What follows belongs to an exercise in optimizing a design on an open flow for small area and a short achievable clock period; a production flow would make more cautious choices. Function was checked by simulation only, so behaviour that the tests miss may differ from the original. Power is estimated from default activity; no workload was simulated.

`flow/run.sh`:
```
#!/bin/bash
# The standard layout, with two changes:
#  - the ports are buffered with plain buffers instead of delay cells;
#  - clock tree synthesis clusters up to 28 flip-flops per leaf buffer and
#    inserts no dummy loads.
export BUFFER_PORTS_ARGS="-buffer_cell sky130_fd_sc_hd__buf_2"
export CTS_ARGS="-sink_clustering_enable -repair_clock_nets -dont_use_dummy_load -sink_clustering_size 28 -sink_clustering_max_diameter 100"
bash standard.sh > standard.log 2>&1
```
`standard.sh`:
```
#!/bin/bash
# synth_recipe.tcl (not shown) runs the flow's synth.tcl, then flattens the netlist and writes it again
# the make line also repeats each setting of config.mk as NAME=value (left out here)
make -C /OpenROAD-flow-scripts/flow DESIGN_CONFIG=/design/flow/config.mk WORK_HOME=/design/flow/orfs CLKGATE_MAP_FILE= SYNTH_SCRIPT=/design/flow/synth_recipe.tcl "${@:-finish}"
```
`config.mk`:
```
export PLATFORM = sky130hd
export DESIGN_NAME = core
export DESIGN_NICKNAME = core
export VERILOG_FILES = /design/flow/design.v
export SDC_FILE = /design/flow/constraint.sdc
export NUM_CORES = 4
export LEC_CHECK = 0
export CAP_MARGIN = 20
export CORE_MARGIN = 2
export CORE_UTILIZATION = 35
export PLACE_DENSITY = 0.55
export SLEW_MARGIN = 20
export SYNTH_HIERARCHICAL = 1
```
`constraint.sdc`:
```
create_clock -name core_clock -period 22.0 [get_ports {clk}]
set_input_delay 4.4000 -clock core_clock [delete_from_list [all_inputs] [get_ports {clk}]]
set_output_delay 4.4000 -clock core_clock [all_outputs]
set_load 0.01 [all_outputs]
```
`design.v`:
```
`timescale 1ns / 1ps
module core(
    input clk, rst_ni,
    input [31:0] instr,
    input [31:0] data_in,
    output [31:0] out_FU_me,
    output mw_o,
    output [31:0] pc_o, write_data_M
    );
    integer i;
    reg [31:0] pc_q, instr_id, pc_id;
    reg [31:0] pc_out;   
    wire stall;
    wire pcsel;
    reg [31:0] target_ex;
    wire [31:0] pc_inc = pc_q + 32'd1;
    wire [31:0] pc_hold = stall ? pc_q : pc_inc;
    wire [31:0] pc_nxt = pcsel ? target_ex : pc_hold;
    wire [31:0] pc_d, pc_out_d;
    clr32 u_clr_pc(.d(pc_nxt), .en(rst_ni), .q(pc_d));
    clr32 u_clr_pco(.d(pc_nxt), .en(rst_ni), .q(pc_out_d));
    always @(posedge clk) begin
        pc_q <= pc_d;
        pc_out <= pc_out_d;
        instr_id <= id_d;
    end
    always @(posedge clk) pc_id <= pcid_d;
    wire nstall = ~stall;
    wire [31:0] id_d, pcid_d;
    genvar gh;
    generate for (gh = 0; gh < 32; gh = gh + 1) begin : g_hold
        rf_ao22 u_i(.a1(nstall), .a2(instr[gh]), .b1(stall), .b2(instr_id[gh]), .y(id_d[gh]));
        rf_ao22 u_p(.a1(nstall), .a2(pc_q[gh]), .b1(stall), .b2(pc_id[gh]), .y(pcid_d[gh]));
    end endgenerate
    assign pc_o = pc_out;
    reg rst_d;
    always @(posedge clk) rst_d <= ~rst_ni;
    wire [6:0] opc = instr_id[6:0] & {7{~rst_d}};
    wire [2:0] f3  = instr_id[14:12];
    wire [4:0] rs1 = instr_id[19:15];
    wire [4:0] rs2 = instr_id[24:20];
    wire [4:0] rd  = instr_id[11:7];
    wire o_lui   = opc == 7'b0110111;
    wire o_auipc = opc == 7'b0010111;
    wire o_jal   = opc == 7'b1101111;
    wire o_jalr  = opc == 7'b1100111;
    wire o_br    = opc == 7'b1100011;
    wire o_ld    = opc == 7'b0000011;
    wire o_st    = opc == 7'b0100011;
    wire o_opi   = opc == 7'b0010011;
    wire o_op    = opc == 7'b0110011;
    wire o_alu   = o_opi | o_op;
    wire d_mb  = o_lui | o_auipc | o_ld | o_st | o_opi;
    wire d_md  = o_lui | o_ld;
    wire d_we  = o_lui | o_auipc | o_jal | o_jalr | o_ld | o_opi | o_op;
    wire d_pcw = o_lui | o_jal | o_jalr;
    wire d_pcs = o_lui | o_auipc;
    wire d_s2  = (o_alu & instr_id[30]) | o_br;
    wire [2:0] d_f3 = o_alu ? f3 : 3'b000;
    wire [31:0] imm_t = instr_id[3] ? {{12{instr_id[31]}}, instr_id[19:12], instr_id[20], instr_id[30:21], 1'b0}
                      : instr_id[2] ? {20'b0, instr_id[31:20]}
                      : {19'b0, instr_id[31], instr_id[7], instr_id[30:25], instr_id[11:8], 1'b0};
    reg [31:0] imm;
    always @(*) begin
        imm = 0;
        if (o_lui | o_auipc) imm = {instr_id[31:12], 12'b0};
        if (o_jal)  imm = {{12{instr_id[31]}}, instr_id[19:12], instr_id[20], instr_id[30:21], 1'b0};
        if (o_jalr | o_ld | o_opi) imm = {20'b0, instr_id[31:20]};
        if (o_br)   imm = {19'b0, instr_id[31], instr_id[7], instr_id[30:25], instr_id[11:8], 1'b0};
        if (o_st)   imm = {20'b0, instr_id[31:25], instr_id[11:7]};
    end
    reg [31:0] A_op, B_fwd, link_ex;
    reg [2:0] f3_ex, bf3_ex;
    reg s2_ex, mb_ex, bc_ex, jb_ex, we_ex, md_ex, pcw_ex, mw_ex;
    reg [4:0] rd_ex;
    reg [31:0] B_op;     
    reg [31:0] fu_me, wd_me, link_me, wb;
    reg mw_me, we_me, md_me, pcw_me, we_wb;
    reg [4:0] rd_me, rd_wb;
    assign out_FU_me = fu_me;
    assign write_data_M = wd_me;
    assign mw_o = mw_me;
    assign stall = md_ex & ((rd_ex == rs1) | (rd_ex == rs2));
    wire wsl = pcw_me, wsd = ~pcw_me & md_me, wsf = ~pcw_me & ~md_me;
    wire [31:0] wbval_n, wbval;
    genvar gw;
    generate for (gw = 0; gw < 32; gw = gw + 1) begin : g_wbv
        rf_aoi222 u(.a1(wsl), .a2(link_me[gw]), .b1(wsd), .b2(data_in[gw]), .c1(wsf), .c2(fu_me[gw]),
                    .y(wbval_n[gw]));
    end endgenerate
    assign wbval = ~wbval_n;
    wire fA_m = we_ex & (rd_ex == rs1) & (|rs1);
    wire fA_w = we_me & (rd_me == rs1) & (|rs1);
    wire fB_m = we_ex & (rd_ex == rs2) & (|rs2);
    wire fB_w = we_me & (rd_me == rs2) & (|rs2);
    wire [31:0] fu;
    ex_alu u_alu(.A_op(A_op), .B(B_op), .s2_ex(s2_ex),
                 .f3_ex(f3_ex), .fu(fu));
    ex_br u_br(.A_op(A_op), .B_fwd(B_fwd), .bf3_ex(bf3_ex), .bc_ex(bc_ex), .jb_ex(jb_ex),
               .pcsel(pcsel));
    reg [31:0] rf [1:31];
    reg [31:1] valid;
    wire [31:0] oh1 = 32'd1 << rs1;
    wire [31:0] oh2 = 32'd1 << rs2;
    wire [31:0] ohw = 32'd1 << rd_wb;
    wire [31:1] sel1 = valid & oh1[31:1];
    wire [31:1] sel2 = valid & oh2[31:1];
    wire sA_pc = d_pcs;
    wire sA_fu = ~d_pcs & fA_m;
    wire sA_wb = ~d_pcs & ~fA_m & fA_w;
    wire sA_rf = ~(d_pcs | fA_m | fA_w);
    wire sB_fu = fB_m;
    wire sB_wb = ~fB_m & fB_w;
    wire sB_rf = ~(fB_m | fB_w);
    wire [31:0] rdA, rdB;
    wire [31:1] wsel = {31{we_wb}} & ohw[31:1];
    wire [31:1] wseln = ~wsel;
    wire [31:0] a_next, b_next;
    wire [31:0] rf_nxt [1:31];
    genvar gr, gb;
    generate for (gb = 0; gb < 32; gb = gb + 1) begin : g_bit
        wire [31:1] q;
        for (gr = 1; gr < 32; gr = gr + 1) begin : g_reg
            assign q[gr] = rf[gr][gb];
            rf_ao22 u_hold(.a1(wsel[gr]), .a2(wb[gb]), .b1(wseln[gr]), .b2(rf[gr][gb]), .y(rf_nxt[gr][gb]));
        end
        rf_rd31 u_ra(.s(sel1), .q(q), .y(rdA[gb]));
        rf_rd31 u_rb(.s(sel2), .q(q), .y(rdB[gb]));
    end endgenerate
    assign a_next = ({32{sA_pc}} & pc_q) | ({32{sA_fu}} & fu) | ({32{sA_wb}} & wbval)
                  | ({32{sA_rf}} & rdA);
    assign b_next = ({32{sB_fu}} & fu) | ({32{sB_wb}} & wbval) | ({32{sB_rf}} & rdB);
    always @(posedge clk)
        for (i = 1; i < 32; i = i + 1) rf[i] <= rf_nxt[i];
    always @(posedge clk or negedge rst_ni) begin
        if (~rst_ni) valid <= 0;
        else valid <= valid | wsel;
    end
    wire [10:0] ctl_d;
    clr11 u_clr_ctl(.d({d_f3, d_s2, d_mb, o_br, o_jal | o_jalr, d_we, d_md, d_pcw, o_st}),
                    .en(rst_ni), .q(ctl_d));
    always @(posedge clk)
        {f3_ex, s2_ex, mb_ex, bc_ex, jb_ex, we_ex, md_ex, pcw_ex, mw_ex} <= ctl_d;
    always @(posedge clk) begin
        A_op <= a_next;
        B_fwd <= b_next;
        B_op <= d_mb ? imm : b_next;
        link_ex <= pc_inc;
        target_ex <= pc_id + (imm_t >> 2);
        bf3_ex <= f3;
        rd_ex <= rd;
    end
    wire [31:0] fu_d, wd_d;
    wire [2:0] mctl_d;
    clr32 u_clr_fu(.d(fu & {32{~rst_d}}), .en(rst_ni), .q(fu_d));
    clr32 u_clr_wd(.d(B_fwd & {32{~rst_d}}), .en(rst_ni), .q(wd_d));
    clr3 u_clr_mctl(.d({mw_ex, we_ex, we_me}), .en(rst_ni), .q(mctl_d));
    always @(posedge clk) begin
        fu_me <= fu_d; wd_me <= wd_d;
        {mw_me, we_me, we_wb} <= mctl_d;
    end
    always @(posedge clk) begin
        md_me <= md_ex; pcw_me <= pcw_ex; rd_me <= rd_ex; link_me <= (pcw_ex & md_ex) ? imm : link_ex;
        wb <= wbval; rd_wb <= rd_me;
    end
endmodule
module rf_aoi222(input a1, a2, b1, b2, c1, c2, output y);
    assign y = ~((a1 & a2) | (b1 & b2) | (c1 & c2));
endmodule
module rf_nand2(input a, b, output y);
    assign y = ~(a & b);
endmodule
module rf_ao22(input a1, a2, b1, b2, output y);
    assign y = (a1 & a2) | (b1 & b2);
endmodule
module rf_rd31(input [31:1] s, input [31:1] q, output y);
    wire [10:0] g;
    genvar k;
    generate for (k = 0; k < 10; k = k + 1) begin : g3
        rf_aoi222 u(.a1(s[3*k+1]), .a2(q[3*k+1]), .b1(s[3*k+2]), .b2(q[3*k+2]),
                    .c1(s[3*k+3]), .c2(q[3*k+3]), .y(g[k]));
    end endgenerate
    rf_nand2 u10(.a(s[31]), .b(q[31]), .y(g[10]));
    assign y = ~&g;
endmodule
module ex_alu(input [31:0] A_op, B, input s2_ex, input [2:0] f3_ex,
              output [31:0] fu);
    integer i;
    wire [31:0] Bx = B ^ {32{s2_ex}};
    wire [33:0] sum34 = {1'b0, A_op, 1'b1} + {1'b0, Bx, s2_ex};
    wire [31:0] sum = sum34[32:1];
    wire c28 = sum[28] ^ A_op[28] ^ Bx[28];
    wire sgn_d = A_op[31] ^ B[31];
    wire slt  = sgn_d ? A_op[31] : sum[31];
    wire sltu0 = sgn_d ? ~A_op[31] : ~c28;
    wire [31:0] S = A_op ^ B;
    wire [31:0] C = A_op & B;
    wire fill = f3_ex[2] & s2_ex & A_op[31];
    reg [31:0] a_rev, r_rev;
    always @(*) for (i = 0; i < 32; i = i + 1) a_rev[i] = A_op[31-i];
    wire [31:0] sh_in = f3_ex[2] ? A_op : a_rev;
    wire [32:0] sh_t = $signed({fill, sh_in}) >>> B[4:0];
    wire [31:0] sh_r = (|B[31:5]) ? {32{fill}} : sh_t[31:0];
    always @(*) for (i = 0; i < 32; i = i + 1) r_rev[i] = sh_r[31-i];
    wire s_add = f3_ex == 3'b000;
    wire s_sll = f3_ex == 3'b001;
    wire s_slt = f3_ex == 3'b010;
    wire s_sltu = f3_ex == 3'b011;
    wire s_xor = f3_ex == 3'b100;
    wire s_srl = f3_ex == 3'b101;
    wire s_or  = f3_ex == 3'b110;
    wire s_and = f3_ex == 3'b111;
    wire [31:0] lo = {31'b0, (s_slt & slt) | (s_sltu & sltu0)};
    wire [31:0] hi = {{31{s_sltu & sgn_d}}, 1'b0};
    assign fu = ({32{s_add}} & sum) | ({32{s_xor | s_or}} & S) | ({32{s_and | s_or}} & C)
              | ({32{s_sll}} & r_rev) | ({32{s_srl}} & sh_r) | lo | hi;
endmodule
module ex_br(input [31:0] A_op, B_fwd, input [2:0] bf3_ex, input bc_ex, jb_ex, output pcsel);
    wire br_eq = A_op == B_fwd;
    wire br_lt28 = A_op[27:0] < B_fwd[27:0];
    wire br_hi_eq = A_op[30:28] == B_fwd[30:28];
    wire br_hi_lt = A_op[30:28] < B_fwd[30:28];
    wire br_ltu31 = br_hi_lt | (br_hi_eq & br_lt28);
    wire br_lts = (A_op[31] ^ B_fwd[31]) ? A_op[31] : br_ltu31;
    reg cond;
    always @(*) begin
        case (bf3_ex)
            3'b000: cond = br_eq;
            3'b001: cond = ~br_eq;
            3'b100: cond = br_lts;
            3'b101: cond = ~br_lts;
            3'b110: cond = br_lt28;
            3'b111: cond = ~br_lt28;
            default: cond = 1'b0;
        endcase
    end
    assign pcsel = jb_ex | (bc_ex & cond);
endmodule
module clr32(input [31:0] d, input en, output [31:0] q);
    assign q = d & {32{en}};
endmodule
module clr11(input [10:0] d, input en, output [10:0] q);
    assign q = d & {11{en}};
endmodule
module clr3(input [2:0] d, input en, output [2:0] q);
    assign q = d & {3{en}};
endmodule
```
==> results of run 1 <==
-- routing by layer --
metal  up-vias  GRT usage  routed length [µm]
met4        14      0.192               22300
met1     29700      0.398              116000
met3       984     0.0840               36300
met5         -    0.00338                 161
met2      4376      0.488              134000
li1      24800          -                   -
-- stage by stage --
step | instance area [µm²] | total power (W) | std cells
2_1_floorplan | 63100 | 0.00280 | 5847
3_3_place_gp | 67600 | 0.00284 | 8382
3_5_place_dp | 67600 | 0.00284 | 8382
4_1_cts | 69100 | 0.00416 | 8443
5_1_grt | 69100 | 0.00426 | 8444
6_report | 69100 | 0.00416 | 8454
-- registers in the layout, indices dropped and copies added (netlist names), 3 cells and up --
signal and count:
A_op 32, B_fwd 32, B_op 32, bf3_ex 3
f3_ex 3, fu_me 32, instr_id 32, link_ex 32
link_me 32, pc_id 32, pc_out 32, pc_q 32
rd_ex 5, rd_me 5, rd_wb 5, rf 992
target_ex 32, valid 31, wb 32, wd_me 32
-- cell type report --
class / count / area (µm²)
fill: 17600 / 110000
multi-input combinational: 4077 / 32300
sequential: 1473 / 29700
tap: 2355 / 2950
timing repair buffer: 352 / 2240
clock buffer: 61 / 1530
inverter: 125 / 469
antenna: 11 / 27.5
-- power groups by stage --
stage                     clock, W  combinational [W]  sequential, W
after floorplan                  0          0.0000461        0.00275
after detailed placement         0          0.0000833        0.00276
after global placement           0          0.0000829        0.00276
final                      0.00137          0.0000855        0.00270
after CTS                  0.00138          0.0000839        0.00270
after global routing       0.00147          0.0000897        0.00270
-- how the worst min path moves through the flow --
| stage | slack, ps | endpoint | cells past startpoint | from |
|---|---|---|---|---|
| after floorplan | 330 | pcw_me$_DFF_P_ | 0 | pcw_ex$_DFF_P_ |
| after global placement | 360 | pcw_me$_DFF_P_ | 0 | pcw_ex$_DFF_P_ |
| after detailed placement | 350 | pcw_me$_DFF_P_ | 0 | pcw_ex$_DFF_P_ |
| after CTS | 360 | pcw_me$_DFF_P_ | 0 | pcw_ex$_DFF_P_ |
| after global routing | 370 | pcw_me$_DFF_P_ | 0 | pcw_ex$_DFF_P_ |
| final | 360 | pcw_me$_DFF_P_ | 0 | pcw_ex$_DFF_P_ |
==> key figures, run 1 <==
STA
  – Slew Limit Fails: 0
  – Fmax: 170 MHz
  – Worst Tran Pin Value: 1290 ps
  – Final Hold Fails: 0
  – Slew headroom: 0.132
  – Final setup viols: 0
  – Setup ws final: 16120 ps
  – Tcrit/Tclk final: 0.267
  – Min cycle time layout: 5880 ps
  – Final hold slack: 363 ps
  – RSZ-0062 raised after global routing: no
  – Skew final: 110 ps
  – Setup TNS: 0 ps

Die
  – Die Span Y: 429 µm
  – Die W: 429 µm
  – Io pins: 163
  – Core Box Area: 179000 µm²
  – Die area: 184000 µm²
  – Initial Util: 0.353
  – # rows: 155

Clock network
  – Clk buf depth: 3
  – CTS Buf Count: 61
  – Post-CTS Setup Repair Bufs: 0
  – Clk Latency, worst-skew pair: 770 ps
  – TritonCTS clock tree: done
  – Post-CTS Resized: 0
  – H-tree depth: 2
  – Cts hold-fix bufs: 0
  – Root Buffer: clkbuf_16
  – CTS Sinks: 1473
  – Clock slew seen by the registers of the worst setup and hold paths: 120 ps

Global routing
  – First-pass GRT wire length: 430000 µm
  – Largest net degree at the start of global routing: 91
  – Tot GR Track Use: 0.318
  – Gr ovfl total: 0
  – Vias in the first global route: 56.5k
  – Initial antenna violation count: 25

Finish
  – Share of cells above drive strength 1: 0.116
  – Area growth syn-to-layout: 9.60%
  – Leading cell type in the layout, fill and taps excluded: dfxtp_1
  – Final core utilization: 0.387
  – Nets: 6290
  – Commonest cells after routing, fill and taps aside: 1434 x dfxtp_1, 1077 x a22o_1, 673 x a222oi_1

Synthesis
  – Yosys warning count: 11
  – Syn Area/Cell: 10.8 µm²
  – Cells after Synth: 5847
  – Net count after synthesis: 6047
  – Cell Area, Synth: 63100 µm²

Critical path
  – Setup Crit Path Kind: register to primary output
  – CP required: 17600 ps
  – CP max stage cell: dfxtp_1
  – Critical path origin: fu_me[12]$_DFF_P_
  – Max incr delay on CP: 530 ps
  – Critical path buffer and inverter count: 1
  – Crit path cell chain: buf_2
  – Crit Path Max Fanout: 2
  – WP depth: 1
  – R2R cell count: 12
  – Nature of the critical path startpoint: register
  – Crit. End Element: primary output
  – Critical path data arrival time: 1480 ps
  – Reg-to-reg critical path endpoint: B_op[0]$_DFF_P_
  – Delay-heaviest family, CP: flip-flops
  – Reg2Reg Launch Point: B_op[4]$_DFF_P_
  – Crit path capture: out_FU_me[12]
  – R2R setup slack: 17060 ps

Pwr
  – Clock power frac: 0.330
  – P_int: 0.00321 W
  – Switching portion of total power: 0.229
  – Flop pwr share: 0.649
  – Leak: 27.2 nW
  – Pwr dens: 60.2 nW/µm²
  – Max IR drop VDD: 70.1 µV
  – Combinational share of power: 0.021
  – Switching power: 0.000953 W

Worst hold path
  – Worst Hold Class: register to register

Run status
  – Status: no timing/DRC/antenna violations

Drt
  – Routed WL per cell: 36.4 µm
  – Routed Antenna Nets: 0
  – Drt pass-1 iters: 11
  – WL final: 308000 µm
  – DR vias: 59.8k
  – Via density: 7.07
  – Remaining DRCs: 0
  – Iteration-0 DRC Markers: 11.6k

Place
  – Hpwl dp: 197000 µm
  – Pre-CTS setup slack: 15620 ps
  – Final Wtd Congestion: 0.987
  – Port Buffers: 162

Job
  – Max-cap viol count: 0
==> inputs of run 2 (changes only) <==
==> flow/run.sh (replaced) <==
#!/bin/bash
# The standard layout, with two changes:
#  - the ports are buffered with plain buffers instead of delay cells;
#  - clock tree synthesis clusters up to 24 flip-flops per leaf buffer and
#    inserts no dummy loads.
export BUFFER_PORTS_ARGS="-buffer_cell sky130_fd_sc_hd__buf_2"
export CTS_ARGS="-sink_clustering_enable -repair_clock_nets -dont_use_dummy_load -sink_clustering_size 24 -sink_clustering_max_diameter 90"
bash standard.sh > standard.log 2>&1
==> run 2 against run 1 <==
Net effect:
- critical endpoint unchanged
- sequential cell count unchanged
- combinational power about the same
- hold slack got worse by 13 ps
- cell area rose by 0.65%
- cell count grew 0.20%
- clock power grew 14%
- still clean
- synthesized cell count unchanged
- sequential share of layout area is 0.28 points lower
==> key figures, run 2 <==
Global routing
  – Gr ovfl total: 0
  – Initial antenna violation count: 29
  – Met3 GRT Util: 0.0848
  – Routing usage on met1: 0.400
  – Vias in the first global route: 56.7k
  – Top Usage Layer GRT: met2
  – Largest net degree at the start of global routing: 91
  – First-pass GRT wire length: 431000 µm
  – Tot GR Track Use: 0.319
  – M2 GR Usage: 0.487

Pwr
  – Max IR drop VDD: 48.2 µV
  – Pwr dens: 62.5 nW/µm²
  – Leak: 27.4 nW

Finish
  – Commonest cells after routing, fill and taps aside: 1434 x dfxtp_1, 1077 x a22o_1, 673 x a222oi_1
  – Area growth syn-to-layout: 10.3%
  – Nets: 6308
  – Biggest register: rf
  – Max reg flops: 992
  – Leading cell type in the layout, fill and taps excluded: dfxtp_1
  – Share of cells above drive strength 1: 0.119

Drt
  – WL final: 309000 µm
  – Iteration-0 DRC Markers: 11.3k
  – Via density: 7.07
  – Remaining DRCs: 0
  – DR vias: 59.9k
  – Routed Antenna Nets: 0
  – Routed WL per cell: 36.5 µm
  – Drt pass-1 iters: 14

Synthesis
  – Syn Area/Cell: 10.8 µm²
  – Net count after synthesis: 6047
  – Cell Area, Synth: 63100 µm²
  – Cells after Synth: 5847
  – Yosys warning count: 11

STA
  – Setup ws final: 16160 ps
  – Final Hold Fails: 0
  – Slew Limit Fails: 0
  – Fmax: 171 MHz
  – Skew final: 92.2 ps
  – Final setup viols: 0
  – Worst Tran Pin Value: 1210 ps
  – RSZ-0062 raised after global routing: no
  – Slew headroom: 0.187
  – Min cycle time layout: 5840 ps
  – Tcrit/Tclk final: 0.266
  – Final hold slack: 351 ps
  – Setup TNS: 0 ps

Critical path
  – R2R cell count: 12
  – Crit. End Element: primary output
  – Nature of the critical path startpoint: register
  – Crit path cell chain: buf_2
  – Reg2Reg Launch Point: B_op[4]$_DFF_P_
  – Reg-to-reg critical path endpoint: B_op[0]$_DFF_P_
  – CP max stage cell: dfxtp_1
  – Critical path buffer and inverter count: 1
  – R2R setup slack: 17100 ps
  – Max incr delay on CP: 530 ps
  – CP required: 17600 ps
  – Critical path data arrival time: 1440 ps
  – Setup Crit Path Kind: register to primary output
  – WP depth: 1
  – Crit Path Max Fanout: 2
  – Delay-heaviest family, CP: flip-flops

Place
  – Pre-CTS setup slack: 15620 ps
  – Port Buffers: 162
  – Hpwl dp: 197000 µm
  – Final Wtd Congestion: 0.987

Job
  – Max-cap viol count: 0

Die
  – Die Span Y: 429 µm
  – Die W: 429 µm
  – Io pins: 163
  – # rows: 155
  – Core Box Area: 179000 µm²
  – Initial Util: 0.353
  – Die area: 184000 µm²

Worst hold path
  – Worst Hold Class: register to register
  – Hold Path Sink: rd_me[0]$_DFF_P_
  – Min-delay src: rd_ex[0]$_DFF_P_
  – Worst hold path depth: 0

Clock network
  – Cts hold-fix bufs: 0
  – H-tree depth: 3
  – Post-CTS Resized: 0
  – CTS Buf Count: 79
  – CTS Sinks: 1473
  – Post-CTS Setup Repair Bufs: 0
  – Clk Latency, worst-skew pair: 760 ps
  – TritonCTS clock tree: done
  – Clock slew seen by the registers of the worst setup and hold paths: 100 ps
  – Root Buffer: clkbuf_16
  – Clk buf depth: 3

Run status
  – Status: no timing/DRC/antenna violations
==> run 2: area by class of cell <==
type	count	area (µm²)
flip-flops and latches	1473	29700
well taps	2355	2950
diodes	10	25.0
multi-input cells	4077	32300
inverters	125	469
repair buffers	352	2240
fillers	17600	109000
clock buffers	79	1980
==> run 2: metrics by stage <==
| step | util | area, µm² | power [W] | cells |
|---|---|---|---|---|
| 2_1_floorplan | - | 63100 | 0.00280 | 5847 |
| 3_3_place_gp | 0.378 | 67600 | 0.00284 | 8382 |
| 3_5_place_dp | 0.378 | 67600 | 0.00284 | 8382 |
| 4_1_cts | 0.389 | 69500 | 0.00435 | 8461 |
| 5_1_grt | 0.389 | 69500 | 0.00445 | 8462 |
| 6_report | 0.389 | 69600 | 0.00435 | 8471 |
==> run 2: power breakdown <==
| group | internal (W) | switching [W] | total, W |
|---|---|---|---|
| combinational | 0.0000278 | 0.0000580 | 0.0000857 |
| clock | 0.000642 | 0.000918 | 0.00156 |
| sequential | 0.00268 | 0.0000196 | 0.00270 |
| total | 0.00335 | 0.000996 | 0.00435 |
==> run 2: layer usage <==
| metal | up-vias | routed length (µm) |
|---|---|---|
| li1 | 24800 | - |
| met2 | 4377 | 133000 |
| met4 | 18 | 23000 |
| met3 | 1064 | 35600 |
| met1 | 29700 | 117000 |
| met5 | - | 129 |
==> run 2: how the worst max path moves through the flow <==
stage | to | from | slack (ps)
CTS | out_FU_me[12] | fu_me[12]$_DFF_P_ | 16180
finish | out_FU_me[12] | fu_me[12]$_DFF_P_ | 16160
detailed placement | pc_out[8]$_DFF_P_ | rst_ni | 15620
global placement | pc_out[3]$_DFF_P_ | rst_ni | 15630
global route | fu_me[10]$_DFF_P_ | rst_ni | 16160
floorplan | B_op[11]$_DFF_P_ | data_in[11] | 16510

[separate check: timing with driven ports]
In the flow no input, the clock included, has a driving cell. The finished layouts below were timed again as built, in two steps.
Step 1: set_driving_cell puts a clkbuf_16 on clk and a buf_2 on each other input, an assumption about the parent block.
Step 2 also shifts input and output timing later by t, the mid clock arrival at the registers, as if the neighbouring blocks saw the same clock.
a / b / c = ideal ports / drivers / drivers and shift; a / b = the first two.
run	shift t [ns]	slack for setup (ns)	hold slack, ns	worst setup path after step 2	worst data-port slew with drivers (ns)
run 1	0.797	16.117 / 16.030 / 15.627	0.363 / 0.363 / 0.363	input to register	0.06
run 2	0.804	16.156 / 16.069 / 15.533	0.351 / 0.351 / 0.351	input to register	0.06
After both steps setup and hold are still met in every run listed. The setup slack of run 2, which loses most, moves by -0.087 ns with the drivers and by -0.623 ns with both steps.
